Context: an optimization exercise on an open-source flow, tuned for small area and a short achievable clock period. The choices shown serve that exercise and are no tape-out recipe.
In this exercise RTL edits were held to simulation tests only and were not proved equivalent to the original.
Power figures rest on the tool's default switching activity, not on a simulated workload.

Design SingleCycleProcessor, start of the top module:
module  SingleCycleProcessor(DBtheRegVal, PC, DBtheReg, Instr, clk, reset);
==> flow/config.mk <==
export PLATFORM = sky130hd
export DESIGN_NAME = SingleCycleProcessor
export DESIGN_NICKNAME = SingleCycleProcessor
export VERILOG_FILES = /design/flow/design.v
export SDC_FILE = /design/flow/constraint.sdc
export NUM_CORES = 4
export LEC_CHECK = 0
export CAP_MARGIN = 20
export CORE_MARGIN = 2
export CORE_UTILIZATION = 50
export SETUP_SLACK_MARGIN = 5
export SLEW_MARGIN = 20
export SYNTH_HIERARCHICAL = 1
export TNS_END_PERCENT = 0
==> flow/constraint.sdc <==
create_clock -name core_clock -period 10.0 [get_ports {clk}]
set_input_delay 2.0000 -clock core_clock [delete_from_list [all_inputs] [get_ports {clk}]]
set_output_delay 2.0000 -clock core_clock [all_outputs]
set_load 0.01 [all_outputs]
standard.sh (not shown) runs the stock make flow with config.mk's settings and CLKGATE_MAP_FILE= SYNTH_SCRIPT=/design/flow/synth_recipe.tcl, a recipe that flattens the netlist after the stock synthesis.
==> flow/flow/run.sh <==
#!/bin/bash
# The standard layout (standard.sh) with these changes:
#  - plain buffers (sky130_fd_sc_hd__buf_2) on the ports instead of the
#    resizer's default choice (a delay cell);
#  - clock tree synthesis without dummy loads, with clkbuf_8 buffers and
#    sink clusters of up to 20 registers within 50 um (the clock-pin slew
#    stays near 110 ps and the insertion delay near the standard tree's).
# The full output of the flow goes to standard_flow.log (ORFS's own per-step
# logs are under orfs/logs).
set -o pipefail
export BUFFER_PORTS_ARGS="-buffer_cell sky130_fd_sc_hd__buf_2"
export CTS_ARGS="-sink_clustering_enable -repair_clock_nets -dont_use_dummy_load -buf_list sky130_fd_sc_hd__clkbuf_8 -sink_clustering_size 20 -sink_clustering_max_diameter 50"
bash standard.sh > standard_flow.log 2>&1
Then changed:
==> flow/flow/run.sh (replaced) <==
#!/bin/bash
# The standard layout (standard.sh) with these changes:
#  - plain buffers (sky130_fd_sc_hd__buf_2) on the ports instead of the
#    resizer's default choice (a delay cell);
#  - clock tree synthesis without dummy loads, with clkbuf_8 buffers and
#    sink clusters of up to 20 registers within 40 um (the clock-pin slew
#    stays near 100 ps and the insertion delay near the standard tree's).
# The full output of the flow goes to standard_flow.log (ORFS's own per-step
# logs are under orfs/logs).
set -o pipefail
export BUFFER_PORTS_ARGS="-buffer_cell sky130_fd_sc_hd__buf_2"
export CTS_ARGS="-sink_clustering_enable -repair_clock_nets -dont_use_dummy_load -buf_list sky130_fd_sc_hd__clkbuf_8 -sink_clustering_size 20 -sink_clustering_max_diameter 40"
bash standard.sh > standard_flow.log 2>&1
The new run ran to the end with no violations.
Setup slack gets worse by 0.037 ns.
Critical path depth came out lower by 6.
Global-route usage came out lower by 0.54 points.
Utilization came out higher by 0.88 points.


Another version of the RTL of SingleCycleProcessor (not shown whole).
Size: roughly 3400 cells after synthesis, about 790 flip-flops, about 100 I/O pins, about 42000 um^2 of cells after synthesis.
make LEC_CHECK=0 CAP_MARGIN=20 CORE_MARGIN=2 CORE_UTILIZATION=50 SETUP_SLACK_MARGIN=5 SLEW_MARGIN=20 SYNTH_HIERARCHICAL=1 TNS_END_PERCENT=0 finish   # period 10.0 ns
run.sh (not shown) runs the stock make flow with config.mk's settings and CLKGATE_MAP_FILE= SYNTH_SCRIPT=/design/flow/synth_recipe.tcl, a recipe that flattens the netlist after the stock synthesis.
Stock flow here: none of the scripts above is used.
The starting point completed with no timing, DRC or antenna violations.
Rerun with:
Settings changed: SETUP_SLACK_MARGIN 5 to default, TNS_END_PERCENT 0 to default.
=> Power shrinks by 3.3%. Critical path depth grows by 18. Via count shrinks by 4.3%. Routed wire length shrinks by 5.5%. Clock-buffer cell count grows by 4. Die area stays the same. Fmax shrinks by 22%. Final area shrinks by 6.6%. Clock skew grows by 0.015 ns.


SingleCycleProcessor, a different RTL version from the one above (not shown whole).
For scale: ~3500 cells after synthesis, ~100 I/O pins.
clock: 10.0 ns
lec_check: 0
cap_margin: 20
core_margin: 2
core_utilization: 50
setup_slack_margin: 5
slew_margin: 20
synth_hierarchical: 1
tns_end_percent: 0
The starting point finished clean.
Edit:
==> flow/flow/run.sh (new file) <==
#!/bin/bash
# The standard layout, with plain buffers (sky130_fd_sc_hd__buf_2) on the
# ports instead of the resizer's default choice (a delay cell).
set -o pipefail
cp standard.sh standard_copy.sh.txt 2>/dev/null
export BUFFER_PORTS_ARGS="-buffer_cell sky130_fd_sc_hd__buf_2"
bash standard.sh > standard_flow.log 2>&1
==> flow/standard.sh (new file) <==
#!/bin/bash
# synth_recipe.tcl (not shown) runs the flow's synth.tcl, then flattens the netlist and writes it again
# the make line also repeats each setting of config.mk as NAME=value (left out here)
make -C /OpenROAD-flow-scripts/flow DESIGN_CONFIG=/design/flow/config.mk WORK_HOME=/design/flow/orfs CLKGATE_MAP_FILE= SYNTH_SCRIPT=/design/flow/synth_recipe.tcl "${@:-finish}"
removed: flow/run.sh
After rerunning: The changed run ran to the end with no violations; clock power rose by a few percent; sequential share of layout area climbs by 1.5 points; fmax increases by a few percent; setup slack is better by 0.16 ns; count of clock-buffer cells in the layout decreases by 2; flip-flop and latch count does not change; total power grows slightly; first-iteration DRC count fell by a few percent; cell area fell by a few percent.


== pepper ==
Another version of the RTL of SingleCycleProcessor (not shown whole).
For scale: about 3500 cells after synthesis, about 0.043 sq mm of cells after synthesis.
==> flow/config.mk <==
export PLATFORM = sky130hd
export DESIGN_NAME = SingleCycleProcessor
export DESIGN_NICKNAME = SingleCycleProcessor
export VERILOG_FILES = /design/flow/design.v
export SDC_FILE = /design/flow/constraint.sdc
export NUM_CORES = 4
export LEC_CHECK = 0
export CAP_MARGIN = 20
export CORE_MARGIN = 2
export CORE_UTILIZATION = 50
export SETUP_SLACK_MARGIN = 5
export SLEW_MARGIN = 20
export SYNTH_HIERARCHICAL = 1
export TNS_END_PERCENT = 0
==> flow/constraint.sdc <==
create_clock -name core_clock -period 10.0 [get_ports {clk}]
set_input_delay 2.0000 -clock core_clock [delete_from_list [all_inputs] [get_ports {clk}]]
set_output_delay 2.0000 -clock core_clock [all_outputs]
set_load 0.01 [all_outputs]
standard.sh (not shown) runs the stock make flow with config.mk's settings and CLKGATE_MAP_FILE= SYNTH_SCRIPT=/design/flow/synth_recipe.tcl, a recipe that flattens the netlist after the stock synthesis.
==> flow/flow/run.sh <==
#!/bin/bash
# The standard layout (standard.sh) with these changes:
#  - plain buffers (sky130_fd_sc_hd__buf_2) on the ports instead of the
#    resizer's default choice (a delay cell);
#  - clock tree synthesis without dummy loads, with clkbuf_8 buffers and
#    sink clusters of up to 20 registers within 45 um (the clock-pin slew
#    stays near 110 ps and the insertion delay near the standard tree's).
# The full output of the flow goes to standard_flow.log (ORFS's own per-step
# logs are under orfs/logs).
set -o pipefail
export BUFFER_PORTS_ARGS="-buffer_cell sky130_fd_sc_hd__buf_2"
export CTS_ARGS="-sink_clustering_enable -repair_clock_nets -dont_use_dummy_load -buf_list sky130_fd_sc_hd__clkbuf_8 -sink_clustering_size 20 -sink_clustering_max_diameter 45"
bash standard.sh > standard_flow.log 2>&1
Changes in raven relative to pepper:
Settings: SETUP_SLACK_MARGIN: 5 -> 3.5.
--- a/flow/flow/run.sh
+++ b/flow/flow/run.sh
@@ -6,2 +6,2 @@
-#    sink clusters of up to 20 registers within 45 um (the clock-pin slew
-#    stays near 110 ps and the insertion delay near the standard tree's).
+#    sink clusters of up to 20 registers within 40 um (the clock-pin slew
+#    stays near 100 ps and the insertion delay near the standard tree's).
@@ -12 +12 @@
-export CTS_ARGS="-sink_clustering_enable -repair_clock_nets -dont_use_dummy_load -buf_list sky130_fd_sc_hd__clkbuf_8 -sink_clustering_size 20 -sink_clustering_max_diameter 45"
+export CTS_ARGS="-sink_clustering_enable -repair_clock_nets -dont_use_dummy_load -buf_list sky130_fd_sc_hd__clkbuf_8 -sink_clustering_size 20 -sink_clustering_max_diameter 40"
==> comparison <==
On raven: post-CTS setup buffer count is 67% lower than what pepper gave.
Against pepper, raven comes in 1.6 points lower on global routing usage on met3.
raven vs. pepper: fmax dropped 19 MHz, net switching power dropped 0.20 mW, multi-input combinational cell count barely changed, critical path depth climbed 4.
Compare raven and pepper | weighted congestion reported at the end of routability-driven placement lower: raven
Global routing usage summed across all routing layers, raven and pepper: higher on pepper
pepper → raven: share of cell area taken by flip-flops and latches rose 3.4 points; overall power fell 3.5%; clock latency at the later pin of the worst-skew pair rose 0.03 ns.
Setup changes, raven to maple
Settings: a change of SETUP_SLACK_MARGIN from 3.5 to 5.
==> results.txt <==
maple completed every stage of the flow, and the final layout passed the timing, design-rule and antenna checks. Measured against each other, raven and maple differ in global placement routability congestion, the lower figure coming from raven. After synthesis and placement, the instance count of maple is above that of raven. Master of the slowest instance on the critical path: nand4_1 -> maple, a21o_1 -> raven. Looking at largest fanout on the critical path across raven and maple, the one that comes out lower is raven. Relative to raven, the total power of the final layout measured on maple has increased by a few percent. Relative to raven, largest clock skew in the final design decreased by 0.032 ns in maple. Measured against raven, the wire length of maple comes out at 1.11 times the reference value. Pre-CTS worst setup slack delta (maple − raven): favourable. maple against raven: critical path data required time fell 2.41 ns, met2 wire length has increased, non-clock buffer count rose by 125. Of raven and maple, maple shows the higher final worst slack, with raven below it.
Here is what was changed in the inputs of nickel compared with maple.
Settings: SETUP_SLACK_MARGIN changed from 5 to 4.2.
Results
- Critical path depth in nickel is 14 above maple.
- Looking at area added between synthesis and finish, nickel sits 2.6 points below maple.
- Sort nickel and maple by pin count of the biggest net entering global routing asc -> top: maple
- Share of final-layout standard cells stronger than drive strength 1 for nickel: 2.5 points down relative to maple
- Per the comparison of nickel with maple, number of routed nets with antenna violations did not really move, setup slack went down by 0.12 ns.

-- port drivers added, routing unchanged --
The flow's constraints put no driver on any port. The routed layouts listed below were extracted and timed again, unchanged, in two steps.
Step 1, drivers: a clkbuf_16 drives clk and a buf_2 each remaining input, both assumed.
Step 2, shift: input delay + t, output delay - t, t = (earliest + latest rising clock arrival at the registers) / 2. This alone moves slack from input paths to output paths.
a / b / c = no drivers / after step 1 / after step 2; a / b = the first two.
run	shift t [ns]	setup slack, ns	worst setup path at the end	clock arrival spread, ns	worst register clock-pin slew, ns
the first run of note 1	0.788	4.054 / 4.014 / 3.308	input to register	0.151 / 0.151	0.11 / 0.11
the second run of note 1	0.826	4.017 / 3.955 / 3.238	input to register	0.140 / 0.140	0.09 / 0.09
the first run of note 2	0.715	2.938 / 2.908 / 2.274	input to register	0.044 / 0.044	0.07 / 0.07
the second run of note 2	0.707	0.912 / 0.947 / 0.240	input to register	0.058 / 0.058	0.06 / 0.06
the first run of note 3	0.736	3.712 / 3.728 / 3.014	input to register	0.043 / 0.043	0.07 / 0.07
the second run of note 3	0.750	3.872 / 3.769 / 3.019	input to register	0.049 / 0.049	0.07 / 0.07
pepper	0.783	4.024 / 4.031 / 3.278	input to register	0.134 / 0.133	0.12 / 0.12
raven	0.798	3.275 / 3.317 / 2.519	input to register	0.171 / 0.171	0.10 / 0.10
maple	0.849	4.082 / 4.032 / 3.290	input to register	0.140 / 0.139	0.10 / 0.10
nickel	0.808	3.958 / 3.941 / 3.196	input to register	0.110 / 0.110	0.09 / 0.09
After both steps setup and hold are still met in every run listed. For the second run of note 3, which loses most, drivers alone change the setup slack by -0.103 ns; drivers and shift together by -0.853 ns.
